Context: an optimization exercise on an open-source flow, tuned for small area. The choices shown serve that exercise and are no tape-out recipe.
Function was checked by simulation only, so behaviour that the tests miss may differ from the original.
Power figures rest on the tool's default switching activity, not on a simulated workload.

## flow/config.mk

```make
export PLATFORM = sky130hd
export DESIGN_NAME = morze2
export DESIGN_NICKNAME = morze2
export VERILOG_FILES = /design/flow/design.v
export SDC_FILE = /design/flow/constraint.sdc
export NUM_CORES = 4
export LEC_CHECK = 0
export CAP_MARGIN = 20
export CORE_MARGIN = 2
export CORE_UTILIZATION = 40
export CTS_BUF_LIST = sky130_fd_sc_hd__clkbuf_8
export GPL_TIMING_DRIVEN = 0
export SLEW_MARGIN = 20
export SYNTH_HIERARCHICAL = 1
export SYNTH_MINIMUM_KEEP_SIZE = 0
```

## flow/constraint.sdc

```tcl
create_clock -name core_clock -period 6.0 [get_ports {clock}]
set_input_delay 1.2000 -clock core_clock [delete_from_list [all_inputs] [get_ports {clock}]]
set_output_delay 1.2000 -clock core_clock [all_outputs]
set_load 0.01 [all_outputs]
```

## flow/design.v

```verilog
module morze2 (input clock, input reset, input [10:0] data, output reg buzz);
reg pendn;
reg [1:0] pa;    
reg [1:0] pb;    
reg [4:0] div;   
reg [9:0] cnt;   
reg [3:0] state;
wire [1:0] pa_d, pb_d;
wire [4:0] div_d;
wire [9:0] cnt_d;
wire [3:0] state_d;
wire buzz_d;
nxt u_nxt(.data(data), .pendn(pendn), .pa(pa), .pb(pb), .div(div), .cnt(cnt), .state(state), .buzz(buzz),
  .pa_d(pa_d), .pb_d(pb_d), .div_d(div_d), .cnt_d(cnt_d), .state_d(state_d), .buzz_d(buzz_d));
always @(posedge clock or negedge reset)
  if (!reset) pendn <= 1'b0;
  else pendn <= 1'b1;
always @(posedge clock or negedge reset)
  if (!reset) buzz <= 1'b1;
  else buzz <= buzz_d;
always @(posedge clock) begin
  pa <= pa_d;
  pb <= pb_d;
  div <= div_d;
  cnt <= cnt_d;
  state <= state_d;
end
endmodule
module nxt(input [10:0] data, input pendn, input [1:0] pa, input [1:0] pb, input [4:0] div, input [9:0] cnt,
  input [3:0] state, input buzz, output [1:0] pa_d, output [1:0] pb_d, output [4:0] div_d, output [9:0] cnt_d,
  output [3:0] state_d, output buzz_d);
  wire new_n61, new_n62, new_n63, new_n64, new_n65, new_n66, new_n67,
    new_n68, new_n69, new_n70, new_n71, new_n72, new_n73, new_n74, new_n75,
    new_n80, new_n81, new_n82, new_n83, new_n84, new_n85, new_n86, new_n87,
    new_n88, new_n89, new_n90, new_n91, new_n92, new_n93, new_n94, new_n95,
    new_n96, new_n97, new_n98, new_n99, new_n100, new_n101, new_n102,
    new_n103, new_n104, new_n105, new_n106, new_n107, new_n108, new_n109,
    new_n110, new_n111, new_n112, new_n113, new_n114, new_n115, new_n116,
    new_n117, new_n118, new_n119, new_n120, new_n121, new_n122, new_n123,
    new_n124, new_n125, new_n126, new_n127, new_n128, new_n129, new_n130,
    new_n131, new_n132, new_n133, new_n134, new_n135, new_n136, new_n137,
    new_n138, new_n139, new_n140, new_n141, new_n142, new_n143, new_n144,
    new_n145, new_n146, new_n147, new_n148, new_n149, new_n150, new_n151,
    new_n152, new_n153, new_n154, new_n155, new_n156, new_n157, new_n158,
    new_n159, new_n160, new_n161, new_n162, new_n163, new_n164, new_n165,
    new_n166, new_n167, new_n168, new_n169, new_n170, new_n171, new_n172,
    new_n173, new_n174, new_n176, new_n177, new_n178, new_n180, new_n181,
    new_n182, new_n184, new_n185, new_n187, new_n189, new_n190, new_n191,
    new_n192, new_n194, new_n196, new_n198, new_n200, new_n202, new_n204,
    new_n206, new_n208, new_n211, new_n212, new_n213, new_n214, new_n215,
    new_n216, new_n217, new_n218, new_n220, new_n221, new_n223, new_n225,
    new_n227, new_n228, new_n229;
  g_clkinv_1 g000(.A(data[1]), .Y(new_n61));
  g_clkinv_1 g001(.A(data[2]), .Y(new_n62));
  g_clkinv_1 g002(.A(data[3]), .Y(new_n63));
  g_clkinv_1 g003(.A(data[4]), .Y(new_n64));
  g_clkinv_1 g004(.A(data[5]), .Y(new_n65));
  g_clkinv_1 g005(.A(data[6]), .Y(new_n66));
  g_clkinv_1 g006(.A(data[9]), .Y(new_n67));
  g_clkinv_1 g007(.A(data[10]), .Y(new_n68));
  g_clkinv_1 g008(.A(pendn), .Y(new_n69));
  g_clkinv_1 g009(.A(pb[0]), .Y(new_n70));
  g_clkinv_1 g010(.A(div[0]), .Y(new_n71));
  g_clkinv_1 g011(.A(state[1]), .Y(new_n72));
  g_clkinv_1 g012(.A(state[2]), .Y(new_n73));
  g_clkinv_1 g013(.A(state[3]), .Y(new_n74));
  g_clkinv_1 g014(.A(buzz), .Y(new_n75));
  g_nor2_1 g015(.A(new_n69), .B(pa[1]), .Y(pa_d[0]));
  g_and2_0 g016(.A(pendn), .B(pa[0]), .X(pa_d[1]));
  g_and3b_1 g017(.A_N(pb[1]), .B(pendn), .C(new_n70), .X(pb_d[0]));
  g_nor2_1 g018(.A(new_n69), .B(new_n70), .Y(pb_d[1]));
  g_nand2_1 g019(.A(data[4]), .B(data[9]), .Y(new_n80));
  g_nor2_1 g020(.A(new_n72), .B(new_n73), .Y(new_n81));
  g_clkinv_1 g021(.A(new_n81), .Y(new_n82));
  g_o21ai_0 g022(.A1(new_n80), .A2(new_n82), .B1(state[0]), .Y(new_n83));
  g_nor2_1 g023(.A(div[1]), .B(new_n83), .Y(new_n84));
  g_and2_0 g024(.A(div[1]), .B(new_n83), .X(new_n85));
  g_nand3_1 g025(.A(pa[0]), .B(pb[0]), .C(pa[1]), .Y(new_n86));
  g_o22a_1 g026(.A1(data[4]), .A2(data[6]), .B1(data[5]), .B2(data[6]), .X(new_n87));
  g_o22ai_1 g027(.A1(data[2]), .A2(data[3]), .B1(data[7]), .B2(new_n87), .Y(new_n88));
  g_nor2_1 g028(.A(new_n61), .B(new_n88), .Y(new_n89));
  g_o22ai_1 g029(.A1(new_n65), .A2(new_n67), .B1(data[5]), .B2(data[9]), .Y(new_n90));
  g_clkinv_1 g030(.A(new_n90), .Y(new_n91));
  g_nor2_1 g031(.A(new_n64), .B(new_n66), .Y(new_n92));
  g_clkinv_1 g032(.A(new_n92), .Y(new_n93));
  g_a32o_1 g033(.A1(new_n80), .A2(new_n93), .A3(new_n91), .B1(new_n90), .B2(new_n92), .X(new_n94));
  g_nor2_1 g034(.A(data[3]), .B(data[4]), .Y(new_n95));
  g_o21ai_0 g035(.A1(data[3]), .A2(new_n66), .B1(new_n67), .Y(new_n96));
  g_nor2_1 g036(.A(new_n95), .B(new_n96), .Y(new_n97));
  g_o21a_1 g037(.A1(new_n94), .A2(new_n97), .B1(new_n89), .X(new_n98));
  g_nand3_1 g038(.A(data[1]), .B(new_n67), .C(data[3]), .Y(new_n99));
  g_nand3_1 g039(.A(data[1]), .B(new_n91), .C(data[6]), .Y(new_n100));
  g_o21ai_0 g040(.A1(data[5]), .A2(data[6]), .B1(data[7]), .Y(new_n101));
  g_nand2_1 g041(.A(data[2]), .B(data[3]), .Y(new_n102));
  g_nor2_1 g042(.A(data[0]), .B(new_n68), .Y(new_n103));
  g_nand4b_1 g043(.A_N(data[8]), .B(new_n103), .C(new_n102), .D(new_n101), .Y(new_n104));
  g_a311oi_1 g044(.A1(new_n88), .A2(new_n100), .A3(new_n99), .B1(new_n104), .C1(new_n98), .Y(new_n105));
  g_o21ai_0 g045(.A1(new_n89), .A2(new_n94), .B1(new_n105), .Y(new_n106));
  g_nor2_1 g046(.A(new_n86), .B(new_n106), .Y(new_n107));
  g_o22ai_1 g047(.A1(data[4]), .A2(data[6]), .B1(new_n61), .B2(new_n93), .Y(new_n108));
  g_o21ai_0 g048(.A1(data[1]), .A2(data[4]), .B1(new_n62), .Y(new_n109));
  g_xor2_1 g049(.A(new_n108), .B(new_n109), .X(new_n110));
  g_o22a_1 g050(.A1(new_n65), .A2(new_n67), .B1(data[3]), .B2(new_n66), .X(new_n111));
  g_nor2_1 g051(.A(new_n65), .B(new_n66), .Y(new_n112));
  g_nand2_1 g052(.A(new_n63), .B(new_n112), .Y(new_n113));
  g_nand3_1 g053(.A(data[3]), .B(data[5]), .C(new_n66), .Y(new_n114));
  g_nand2_1 g054(.A(new_n113), .B(new_n114), .Y(new_n115));
  g_nor2_1 g055(.A(new_n111), .B(new_n115), .Y(new_n116));
  g_nor2_1 g056(.A(state[0]), .B(new_n81), .Y(new_n117));
  g_o31a_1 g057(.A1(new_n72), .A2(new_n95), .A3(new_n116), .B1(new_n117), .X(new_n118));
  g_o21ai_0 g058(.A1(new_n73), .A2(new_n110), .B1(new_n118), .Y(new_n119));
  g_o22ai_1 g059(.A1(new_n61), .A2(data[9]), .B1(new_n63), .B2(new_n65), .Y(new_n120));
  g_o21ai_0 g060(.A1(data[1]), .A2(data[5]), .B1(new_n81), .Y(new_n121));
  g_o21ai_0 g061(.A1(new_n120), .A2(new_n121), .B1(new_n119), .Y(new_n122));
  g_nor2_1 g062(.A(data[5]), .B(data[7]), .Y(new_n123));
  g_clkinv_1 g063(.A(new_n123), .Y(new_n124));
  g_nor2_1 g064(.A(data[1]), .B(new_n124), .Y(new_n125));
  g_o22ai_1 g065(.A1(data[2]), .A2(new_n125), .B1(new_n62), .B2(new_n124), .Y(new_n126));
  g_nand3_1 g066(.A(new_n72), .B(new_n73), .C(new_n74), .Y(new_n127));
  g_nor2_1 g067(.A(new_n61), .B(new_n123), .Y(new_n128));
  g_a221o_1 g068(.A1(data[2]), .A2(new_n128), .B1(data[4]), .B2(new_n126), .C1(new_n127), .X(new_n129));
  g_o21ai_0 g069(.A1(data[1]), .A2(new_n124), .B1(new_n73), .Y(new_n130));
  g_o21ai_0 g070(.A1(new_n96), .A2(new_n112), .B1(new_n113), .Y(new_n131));
  g_o22ai_1 g071(.A1(new_n72), .A2(new_n123), .B1(state[1]), .B2(new_n124), .Y(new_n132));
  g_nand3_1 g072(.A(new_n73), .B(new_n132), .C(new_n131), .Y(new_n133));
  g_nand2_1 g073(.A(new_n64), .B(data[7]), .Y(new_n134));
  g_o21ai_0 g074(.A1(new_n65), .A2(new_n80), .B1(new_n134), .Y(new_n135));
  g_a31oi_1 g075(.A1(data[1]), .A2(new_n67), .A3(new_n95), .B1(new_n135), .Y(new_n136));
  g_o21ai_0 g076(.A1(new_n63), .A2(new_n128), .B1(new_n136), .Y(new_n137));
  g_o311a_1 g077(.A1(state[1]), .A2(new_n73), .A3(new_n131), .B1(new_n137), .C1(new_n133), .X(new_n138));
  g_a21o_1 g078(.A1(new_n81), .A2(new_n100), .B1(new_n137), .X(new_n139));
  g_nand2_1 g079(.A(state[0]), .B(new_n139), .Y(new_n140));
  g_nor2_1 g080(.A(new_n138), .B(new_n140), .Y(new_n141));
  g_a221o_1 g081(.A1(new_n130), .A2(new_n138), .B1(new_n122), .B2(new_n129), .C1(new_n141), .X(new_n142));
  g_clkinv_1 g082(.A(new_n142), .Y(new_n143));
  g_and3_1 g083(.A(new_n61), .B(data[9]), .C(state[2]), .X(new_n144));
  g_nor2_1 g084(.A(new_n67), .B(new_n93), .Y(new_n145));
  g_xor2_1 g085(.A(state[0]), .B(new_n145), .X(new_n146));
  g_o22a_1 g086(.A1(new_n119), .A2(new_n144), .B1(new_n137), .B2(new_n146), .X(new_n147));
  g_a31oi_1 g087(.A1(new_n72), .A2(new_n73), .A3(state[3]), .B1(new_n147), .Y(new_n148));
  g_o21ai_0 g088(.A1(new_n143), .A2(new_n148), .B1(new_n107), .Y(new_n149));
  g_nand4_1 g089(.A(new_n62), .B(new_n63), .C(new_n65), .D(new_n107), .Y(new_n150));
  g_o21ai_0 g090(.A1(new_n73), .A2(new_n150), .B1(new_n149), .Y(new_n151));
  g_and2_0 g091(.A(cnt[0]), .B(new_n151), .X(new_n152));
  g_and3_1 g092(.A(cnt[0]), .B(new_n151), .C(cnt[1]), .X(new_n153));
  g_and2_0 g093(.A(cnt[2]), .B(new_n153), .X(new_n154));
  g_and3_1 g094(.A(cnt[2]), .B(new_n153), .C(cnt[3]), .X(new_n155));
  g_and2_0 g095(.A(cnt[4]), .B(new_n155), .X(new_n156));
  g_and3_1 g096(.A(cnt[4]), .B(new_n155), .C(cnt[5]), .X(new_n157));
  g_and2_0 g097(.A(cnt[6]), .B(new_n157), .X(new_n158));
  g_and3_1 g098(.A(cnt[6]), .B(new_n157), .C(cnt[7]), .X(new_n159));
  g_and3_1 g099(.A(cnt[7]), .B(new_n158), .C(cnt[8]), .X(new_n160));
  g_nand2_1 g100(.A(cnt[9]), .B(new_n160), .Y(new_n161));
  g_nand2_1 g101(.A(new_n149), .B(new_n161), .Y(new_n162));
  g_clkinv_1 g102(.A(new_n162), .Y(new_n163));
  g_nor2_1 g103(.A(div[0]), .B(div[4]), .Y(new_n164));
  g_and4_1 g104(.A(div[3]), .B(new_n164), .C(div[2]), .D(new_n162), .X(new_n165));
  g_o21ai_0 g105(.A1(new_n84), .A2(new_n85), .B1(new_n165), .Y(new_n166));
  g_nor2_1 g106(.A(new_n64), .B(new_n74), .Y(new_n167));
  g_a31oi_1 g107(.A1(new_n91), .A2(new_n167), .A3(new_n116), .B1(new_n141), .Y(new_n168));
  g_clkinv_1 g108(.A(new_n168), .Y(new_n169));
  g_nand3_1 g109(.A(new_n62), .B(data[8]), .C(new_n103), .Y(new_n170));
  g_or4_1 g110(.A(data[1]), .B(new_n67), .C(new_n134), .D(new_n170), .X(new_n171));
  g_o31a_1 g111(.A1(new_n86), .A2(new_n113), .A3(new_n171), .B1(pendn), .X(new_n172));
  g_o311ai_0 g112(.A1(new_n86), .A2(new_n106), .A3(new_n168), .B1(new_n172), .C1(new_n166), .Y(new_n173));
  g_nor2_1 g113(.A(new_n71), .B(new_n163), .Y(new_n174));
  g_a311oi_1 g114(.A1(new_n149), .A2(new_n161), .A3(new_n71), .B1(new_n173), .C1(new_n174), .Y(div_d[0]));
  g_nand2_1 g115(.A(div[1]), .B(new_n174), .Y(new_n176));
  g_clkinv_1 g116(.A(new_n176), .Y(new_n177));
  g_o21ai_0 g117(.A1(div[1]), .A2(new_n174), .B1(new_n176), .Y(new_n178));
  g_nor2_1 g118(.A(new_n173), .B(new_n178), .Y(div_d[1]));
  g_nand2_1 g119(.A(div[2]), .B(new_n177), .Y(new_n180));
  g_clkinv_1 g120(.A(new_n180), .Y(new_n181));
  g_o21ai_0 g121(.A1(div[2]), .A2(new_n177), .B1(new_n180), .Y(new_n182));
  g_nor2_1 g122(.A(new_n173), .B(new_n182), .Y(div_d[2]));
  g_and2_0 g123(.A(div[3]), .B(new_n181), .X(new_n184));
  g_nor2_1 g124(.A(new_n173), .B(new_n184), .Y(new_n185));
  g_o21a_1 g125(.A1(div[3]), .A2(new_n181), .B1(new_n185), .X(div_d[3]));
  g_nor2_1 g126(.A(div[4]), .B(new_n184), .Y(new_n187));
  g_a311oi_1 g127(.A1(div[3]), .A2(new_n181), .A3(div[4]), .B1(new_n187), .C1(new_n173), .Y(div_d[4]));
  g_nor2_1 g128(.A(data[1]), .B(data[9]), .Y(new_n189));
  g_nand4_1 g129(.A(new_n115), .B(new_n189), .C(new_n141), .D(new_n107), .Y(new_n190));
  g_and2_0 g130(.A(new_n172), .B(new_n190), .X(new_n191));
  g_o21ai_0 g131(.A1(cnt[0]), .A2(new_n151), .B1(new_n191), .Y(new_n192));
  g_nor2_1 g132(.A(new_n152), .B(new_n192), .Y(cnt_d[0]));
  g_o21ai_0 g133(.A1(cnt[1]), .A2(new_n152), .B1(new_n191), .Y(new_n194));
  g_nor2_1 g134(.A(new_n153), .B(new_n194), .Y(cnt_d[1]));
  g_o21ai_0 g135(.A1(cnt[2]), .A2(new_n153), .B1(new_n191), .Y(new_n196));
  g_nor2_1 g136(.A(new_n154), .B(new_n196), .Y(cnt_d[2]));
  g_o21ai_0 g137(.A1(cnt[3]), .A2(new_n154), .B1(new_n191), .Y(new_n198));
  g_nor2_1 g138(.A(new_n155), .B(new_n198), .Y(cnt_d[3]));
  g_o21ai_0 g139(.A1(cnt[4]), .A2(new_n155), .B1(new_n191), .Y(new_n200));
  g_nor2_1 g140(.A(new_n156), .B(new_n200), .Y(cnt_d[4]));
  g_o21ai_0 g141(.A1(cnt[5]), .A2(new_n156), .B1(new_n191), .Y(new_n202));
  g_nor2_1 g142(.A(new_n157), .B(new_n202), .Y(cnt_d[5]));
  g_o21ai_0 g143(.A1(cnt[6]), .A2(new_n157), .B1(new_n191), .Y(new_n204));
  g_nor2_1 g144(.A(new_n158), .B(new_n204), .Y(cnt_d[6]));
  g_o21ai_0 g145(.A1(cnt[7]), .A2(new_n158), .B1(new_n191), .Y(new_n206));
  g_nor2_1 g146(.A(new_n159), .B(new_n206), .Y(cnt_d[7]));
  g_o21ai_0 g147(.A1(cnt[8]), .A2(new_n159), .B1(new_n191), .Y(new_n208));
  g_nor2_1 g148(.A(new_n160), .B(new_n208), .Y(cnt_d[8]));
  g_o211a_1 g149(.A1(cnt[9]), .A2(new_n160), .B1(new_n191), .C1(new_n161), .X(cnt_d[9]));
  g_nand3_1 g150(.A(new_n72), .B(state[2]), .C(new_n145), .Y(new_n211));
  g_nor2_1 g151(.A(cnt[6]), .B(cnt[7]), .Y(new_n212));
  g_nor2_1 g152(.A(cnt[8]), .B(cnt[9]), .Y(new_n213));
  g_nand4_1 g153(.A(new_n212), .B(new_n213), .C(new_n142), .D(new_n157), .Y(new_n214));
  g_o22ai_1 g154(.A1(new_n142), .A2(new_n161), .B1(new_n163), .B2(new_n214), .Y(new_n215));
  g_nand2_1 g155(.A(state[0]), .B(new_n215), .Y(new_n216));
  g_clkinv_1 g156(.A(new_n216), .Y(new_n217));
  g_o21ai_0 g157(.A1(state[0]), .A2(new_n215), .B1(new_n172), .Y(new_n218));
  g_a31oi_1 g158(.A1(state[0]), .A2(new_n215), .A3(new_n211), .B1(new_n218), .Y(state_d[0]));
  g_nor2_1 g159(.A(new_n72), .B(new_n216), .Y(new_n220));
  g_o21ai_0 g160(.A1(state[1]), .A2(new_n217), .B1(new_n172), .Y(new_n221));
  g_nor2_1 g161(.A(new_n220), .B(new_n221), .Y(state_d[1]));
  g_nor2_1 g162(.A(new_n82), .B(new_n216), .Y(new_n223));
  g_o221a_1 g163(.A1(new_n82), .A2(new_n216), .B1(state[2]), .B2(new_n220), .C1(new_n172), .X(state_d[2]));
  g_nor2_1 g164(.A(new_n74), .B(new_n215), .Y(new_n225));
  g_o21a_1 g165(.A1(new_n223), .A2(new_n225), .B1(new_n172), .X(state_d[3]));
  g_a32oi_1 g166(.A1(new_n85), .A2(new_n165), .A3(buzz), .B1(new_n75), .B2(new_n166), .Y(new_n227));
  g_a311oi_1 g167(.A1(data[1]), .A2(new_n67), .A3(new_n167), .B1(new_n106), .C1(new_n169), .Y(new_n228));
  g_nor2_1 g168(.A(new_n69), .B(new_n227), .Y(new_n229));
  g_o21ai_0 g169(.A1(new_n86), .A2(new_n228), .B1(new_n229), .Y(buzz_d));
endmodule
module g_a21o_1(input A1, A2, B1, output X);
  assign X = (A1&A2) | (B1);
endmodule
module g_a221o_1(input A1, A2, B1, B2, C1, output X);
  assign X = (B1&B2) | (A1&A2) | (C1);
endmodule
module g_a311oi_1(input A1, A2, A3, B1, C1, output Y);
  assign Y = (~A1&~B1&~C1) | (~A2&~B1&~C1) | (~A3&~B1&~C1);
endmodule
module g_a31oi_1(input A1, A2, A3, B1, output Y);
  assign Y = (~A1&~B1) | (~A2&~B1) | (~A3&~B1);
endmodule
module g_a32o_1(input A1, A2, A3, B1, B2, output X);
  assign X = (A1&A2&A3) | (B1&B2);
endmodule
module g_a32oi_1(input A1, A2, A3, B1, B2, output Y);
  assign Y = (~A1&~B1) | (~A1&~B2) | (~A2&~B1) | (~A3&~B1) | (~A2&~B2) | (~A3&~B2);
endmodule
module g_and2_0(input A, B, output X);
  assign X = (A&B);
endmodule
module g_and3_1(input A, B, C, output X);
  assign X = (A&B&C);
endmodule
module g_and3b_1(input A_N, B, C, output X);
  assign X = (~A_N&B&C);
endmodule
module g_and4_1(input A, B, C, D, output X);
  assign X = (A&B&C&D);
endmodule
module g_clkinv_1(input A, output Y);
  assign Y = (~A);
endmodule
module g_nand2_1(input A, B, output Y);
  assign Y = (~A) | (~B);
endmodule
module g_nand3_1(input A, B, C, output Y);
  assign Y = (~A) | (~B) | (~C);
endmodule
module g_nand4_1(input A, B, C, D, output Y);
  assign Y = (~A) | (~B) | (~C) | (~D);
endmodule
module g_nand4b_1(input A_N, B, C, D, output Y);
  assign Y = (A_N) | (~B) | (~C) | (~D);
endmodule
module g_nor2_1(input A, B, output Y);
  assign Y = (~A&~B);
endmodule
module g_o211a_1(input A1, A2, B1, C1, output X);
  assign X = (A1&B1&C1) | (A2&B1&C1);
endmodule
module g_o21a_1(input A1, A2, B1, output X);
  assign X = (A1&B1) | (A2&B1);
endmodule
module g_o21ai_0(input A1, A2, B1, output Y);
  assign Y = (~A1&~A2) | (~B1);
endmodule
module g_o221a_1(input A1, A2, B1, B2, C1, output X);
  assign X = (A1&B1&C1) | (A2&B1&C1) | (A1&B2&C1) | (A2&B2&C1);
endmodule
module g_o22a_1(input A1, A2, B1, B2, output X);
  assign X = (A1&B1) | (A2&B1) | (A1&B2) | (A2&B2);
endmodule
module g_o22ai_1(input A1, A2, B1, B2, output Y);
  assign Y = (~B1&~B2) | (~A1&~A2);
endmodule
module g_o311a_1(input A1, A2, A3, B1, C1, output X);
  assign X = (A1&B1&C1) | (A2&B1&C1) | (A3&B1&C1);
endmodule
module g_o311ai_0(input A1, A2, A3, B1, C1, output Y);
  assign Y = (~A1&~A2&~A3) | (~B1) | (~C1);
endmodule
module g_o31a_1(input A1, A2, A3, B1, output X);
  assign X = (A1&B1) | (A2&B1) | (A3&B1);
endmodule
module g_or4_1(input A, B, C, D, output X);
  assign X = (A) | (B) | (C) | (D);
endmodule
module g_xor2_1(input A, B, output X);
  assign X = (A&~B) | (~A&B);
endmodule
```

## flow/flow/run.sh

```bash
#!/bin/bash
# The standard layout, except that the port buffers are the smallest buffer (buf_1)
# instead of the resizer's default choice. Full make output goes to standard.log;
# ORFS keeps each step's own log under orfs/logs/.
set -euo pipefail
bash standard.sh BUFFER_PORTS_ARGS="-buffer_cell sky130_fd_sc_hd__buf_1" finish > standard.log 2>&1
```

## flow/standard.sh

```bash
#!/bin/bash
# synth_recipe.tcl (not shown) runs the flow's synth.tcl, then flattens the netlist and writes it again
# the make line also repeats each setting of config.mk as NAME=value (left out here)
make -C /OpenROAD-flow-scripts/flow DESIGN_CONFIG=/design/flow/config.mk WORK_HOME=/design/flow/orfs CLKGATE_MAP_FILE= SYNTH_SCRIPT=/design/flow/synth_recipe.tcl "${@:-finish}"
```

==> results.py <==
metrics = {
    "power": {
        "intPower_mw": 0.228,
        "seqPwrFrac": 0.557,
        "pwr-share-comb": 0.122,
        "p_sw_frac": 0.251,
        "switching_power_mw": 0.0763,
        "power_density_nw_per_um2": 195,
        "vdd_drop_max_mv": 0.0765,
        "p_leak_nw": 0.666,
        "pwr-share-clk": 0.320,
        "total_power_mw": 0.304,
    },
    "sta": {
        "fin_ws_ns": 0.509,
        "max_slew_margin": 0.550,
        "skew_ns": 0.000999,
        "final_max_slew_viol_count": 0,
        "tightest_slew_ns": 0.665,
        "hold_viol_final": 0,
        "setup_viol": 0,
        "finalSetupTns_ns": 0,
        "fmax_mhz": 182,
        "grt_setup_unrepaired": "false",
        "finalCritPeriodShare": 0.915,
        "period_needed_ns": 5.49,
    },
    "die": {
        "die-area_um2": 4010,
        "coreArea_um2": 3360,
        "die_h_um": 63.3,
        "die_w_um": 63.3,
        "rows": 21,
        "start_util": 0.419,
        "num_io_pins": 14,
    },
    "cells_and_area": {
        "fill_cells": 366,
        "drive_above_1_share": 0.0282,
        "fin_nets": 227,
        "area_delta_synth_final_pct": 10.9,
        "final_area_um2": 1560,
        "antenna_cells": 0,
    },
    "outcome": {
        "status": "complete, no violations",
    },
    "cts": {
        "cts_buffers": 3,
        "ctsHoldBuffers": 0,
        "clock_sinks": 25,
        "clkSlewWorstSetupHoldPaths_ns": 0.08,
        "clock_latency_ns": 0.26,
        "cts_buffer_depth": 2,
        "cts_tree": "yes",
        "htree_levels": 1,
        "clockRootBuffer": "clkbuf_8",
    },
    "drt": {
        "post_drt_via_cell_ratio": 5.66,
        "wl_per_cell_um": 12.9,
        "drc_errors": 0,
        "wirelength_mm": 3.33,
        "ant_nets": 0,
        "wl_met2_mm": 1.55,
        "top_layer": "met4",
        "wl_met1_mm": 1.59,
        "vias": 1466,
        "detail_route.first_pass.iterations": 4,
        "wl_met3_um": 149,
        "drtIter0Drc": 87,
    },
    "place": {
        "gp_congestion": 0.914,
        "dpl_cell_area_um2": 1510,
        "post-place-ws_ns": 0.254,
        "dp_hpwl_mm": 2.61,
        "io_buffers": 13,
    },
    "flow_run": {
        "drv_cap": 0,
    },
    "global_route": {
        "grt_pass1_wl_mm": 5.79,
        "grt_max_degree": 15,
        "grt_pass1_vias": 1329,
        "grt_overflow_total": 0,
        "track_usage": 0.176,
        "antenna_found_initial": 0,
    },
    "worst_hold_path": {
        "hold_path_class": "register to register",
        "worstHoldStart": "pa[1]$_DFF_P_",
    },
    "logic_synthesis": {
        "syn_avg_cell_area_um2": 7.18,
        "yosysWarningCount": 7,
        "syn_inst": 196,
        "synth.distinct_cells": 31,
        "yosysSeqAreaShare": 0.364,
        "syn_area_um2": 1410,
        "synth_fp_nets": 209,
        "synth-seq-cells": 25,
    },
    "setup_path": {
        "r2r_slack_ns": 1.68,
        "crit_required_ns": 6.18,
        "startpoint": "data[9]",
        "worstPathArrival_ns": 5.67,
        "cp_max_fo": 8,
        "cpPeakStageDelay_ns": 0.28,
        "critPathLaunchType": "input pin",
        "worstSetupPathType": "input pin to register",
        "worst_path_most_repeated_cell": "inv_1",
        "slowest_stage": "a32o_1",
        "r2r-start": "state[2]$_DFF_P_",
        "end_kind": "register",
    },
}
cell type report:
| class | count | area [um2] | share of cell area |
|---|---|---|---|
| Clock buffer | 3 | 41.3 | 0.0264 |
| Multi-Input combinational cell | 146 | 802 | 0.514 |
| Inverter | 25 | 93.8 | 0.0601 |
| Sequential cell | 25 | 512 | 0.328 |
| Tap cell | 46 | 57.6 | 0.0369 |
| Clock inverter | 1 | 5.00 | 0.00321 |
| Timing Repair Buffer | 13 | 50.0 | 0.0321 |
placed cells by master (no fill, tap or decap), drive strengths merged, types with 3 or more instances in the layout:
cell and n:
a31oi 4, o21ai 29, nand3 8, and2 8, buf 12, nor2 42, nand4 3, inv 25
and3 6, nand2 11, dfxtp 23, o21a 3, a311oi 4, o22ai 7, clkbuf 4, o22a 3
per-module statistics from Yosys, one instance, submodules excluded, a selection:
module      flip-flops and latches  times used
g_a21o_1                         0           1
g_and3_1                         0           6
g_nand4_1                        0           3
g_nor2_1                         0          42
g_o311ai_0                       0           1
g_or4_1                          0           1
g_xor2_1                         0           2
synth_stat cells:
| master | n | area share |
|---|---|---|
| or4_1 | 1 | 0.0053 |
| nand4_1 | 3 | 0.013 |
| a32oi_1 | 1 | 0.0062 |
| o311a_1 | 1 | 0.0071 |
| a221o_1 | 2 | 0.014 |
| o211a_1 | 1 | 0.0071 |
| o31a_1 | 2 | 0.012 |
| o311ai_1 | 1 | 0.0062 |
| o22ai_1 | 7 | 0.031 |
| and3b_1 | 1 | 0.0062 |
| a31oi_1 | 4 | 0.018 |
| dfrtp_1 | 1 | 0.018 |
| inv_1 | 25 | 0.067 |
| and4_1 | 1 | 0.0062 |
| xor2_1 | 2 | 0.012 |
| o21ai_1 | 29 | 0.10 |
| conb_1 | 1 | 0.0027 |
| nand2_1 | 11 | 0.029 |
| nand4b_1 | 1 | 0.0062 |
| a311oi_1 | 4 | 0.025 |
| dfstp_2 | 1 | 0.019 |
| and2_1 | 8 | 0.036 |
| dfxtp_1 | 23 | 0.33 |
| a21o_1 | 1 | 0.0053 |
| o21a_1 | 3 | 0.016 |
| a32o_1 | 1 | 0.0071 |
| nand3_1 | 8 | 0.028 |
| and3_1 | 6 | 0.027 |
| o22a_1 | 3 | 0.019 |
| nor2_1 | 42 | 0.11 |
| o221a_1 | 1 | 0.0080 |
flip-flops by register name (all words and copies together) (netlist names):
register and cells:
pendn 1, buzz 1, pa 2, state 4, pb 2, cnt 10, div 5
final timing paths:
check,end,cells past startpoint
worst max-delay path,div[4]$_DFF_P_,27
worst min-delay path,pa[0]$_DFF_P_,1
worst max register to register,div[4]$_DFF_P_,26
worst min register to register,pa[0]$_DFF_P_,1
max in group asynchronous,buzz$_DFF_PN1_,1
min in group asynchronous,pendn$_DFF_PN0_,1
stage by stage:
step,hold WS [ns],util,std cells
after global placement,0.405,0.450,255
after detailed placement,0.422,0.450,255
after floorplan,0.393,-,196
after global routing,0.467,0.464,259
final,0.432,0.464,259
after CTS,0.434,0.464,259
critical path: cells and delay by family:
family,cells,cell delay (ns)
compound gates,7,1.50
simple gates,14,2.23
buf+inv,6,0.73
power groups by stage:
stage	clock network [mW]	registers, mW	logic [mW]
final	0.0974	0.169	0.0372
after floorplan	0	0.173	0.0237
after global placement	0	0.173	0.0355
after global routing	0.108	0.170	0.0411
after CTS	0.100	0.170	0.0363
after detailed placement	0	0.173	0.0361
what timing repair did:
| item | CTS | global route |
|---|---|---|
| hold endpoints to repair | 0 | 0 |
| resized for setup | 0 | 1 |
| buffers inserted | 0 | 0 |
| setup endpoints to repair | 0 | 1 |
layer usage:
metal	up-vias	global-route usage
met4	0	0.0870
met2	59	0.284
met1	670	0.233
met5	-	0
met3	6	0.0196
li1	731	-
cell families (layout without fill, tap and decap cells):
logic type      Yosys count  in the layout  synth area share
flops                    25             25             0.364
xor+xnor                  2              2            0.0124
compound gates           61             61             0.285
other cells               1              1           0.00266
buf+inv                  25             42            0.0667
simple gates             82             82             0.269

## what the ideal ports hide
No port has a modelled driver above. Below, the same layout with a new extraction and two added sets of constraints.
Step 1 sets driving cells, clkbuf_16 on the clock port and buf_2 on the other inputs (assumed; they add their load-dependent delay and slew).
Step 2 adds t to the input delays and takes it off the output delays; t is the mean of the earliest and latest rising clock arrival at the registers after step 1. Input paths then give back, and output paths get back, about the clock's delay inside the block.
a / b / c = ideal ports / drivers / drivers and shift; a / b = the first two.
t (ns): 0.286
slack for setup (ns): 0.509 / 0.510 / 0.223
worst setup path at the end: input to register
After both steps this run still meets setup and hold. The setup slack of this run moves by +0.001 ns with the drivers and by -0.286 ns with both steps.
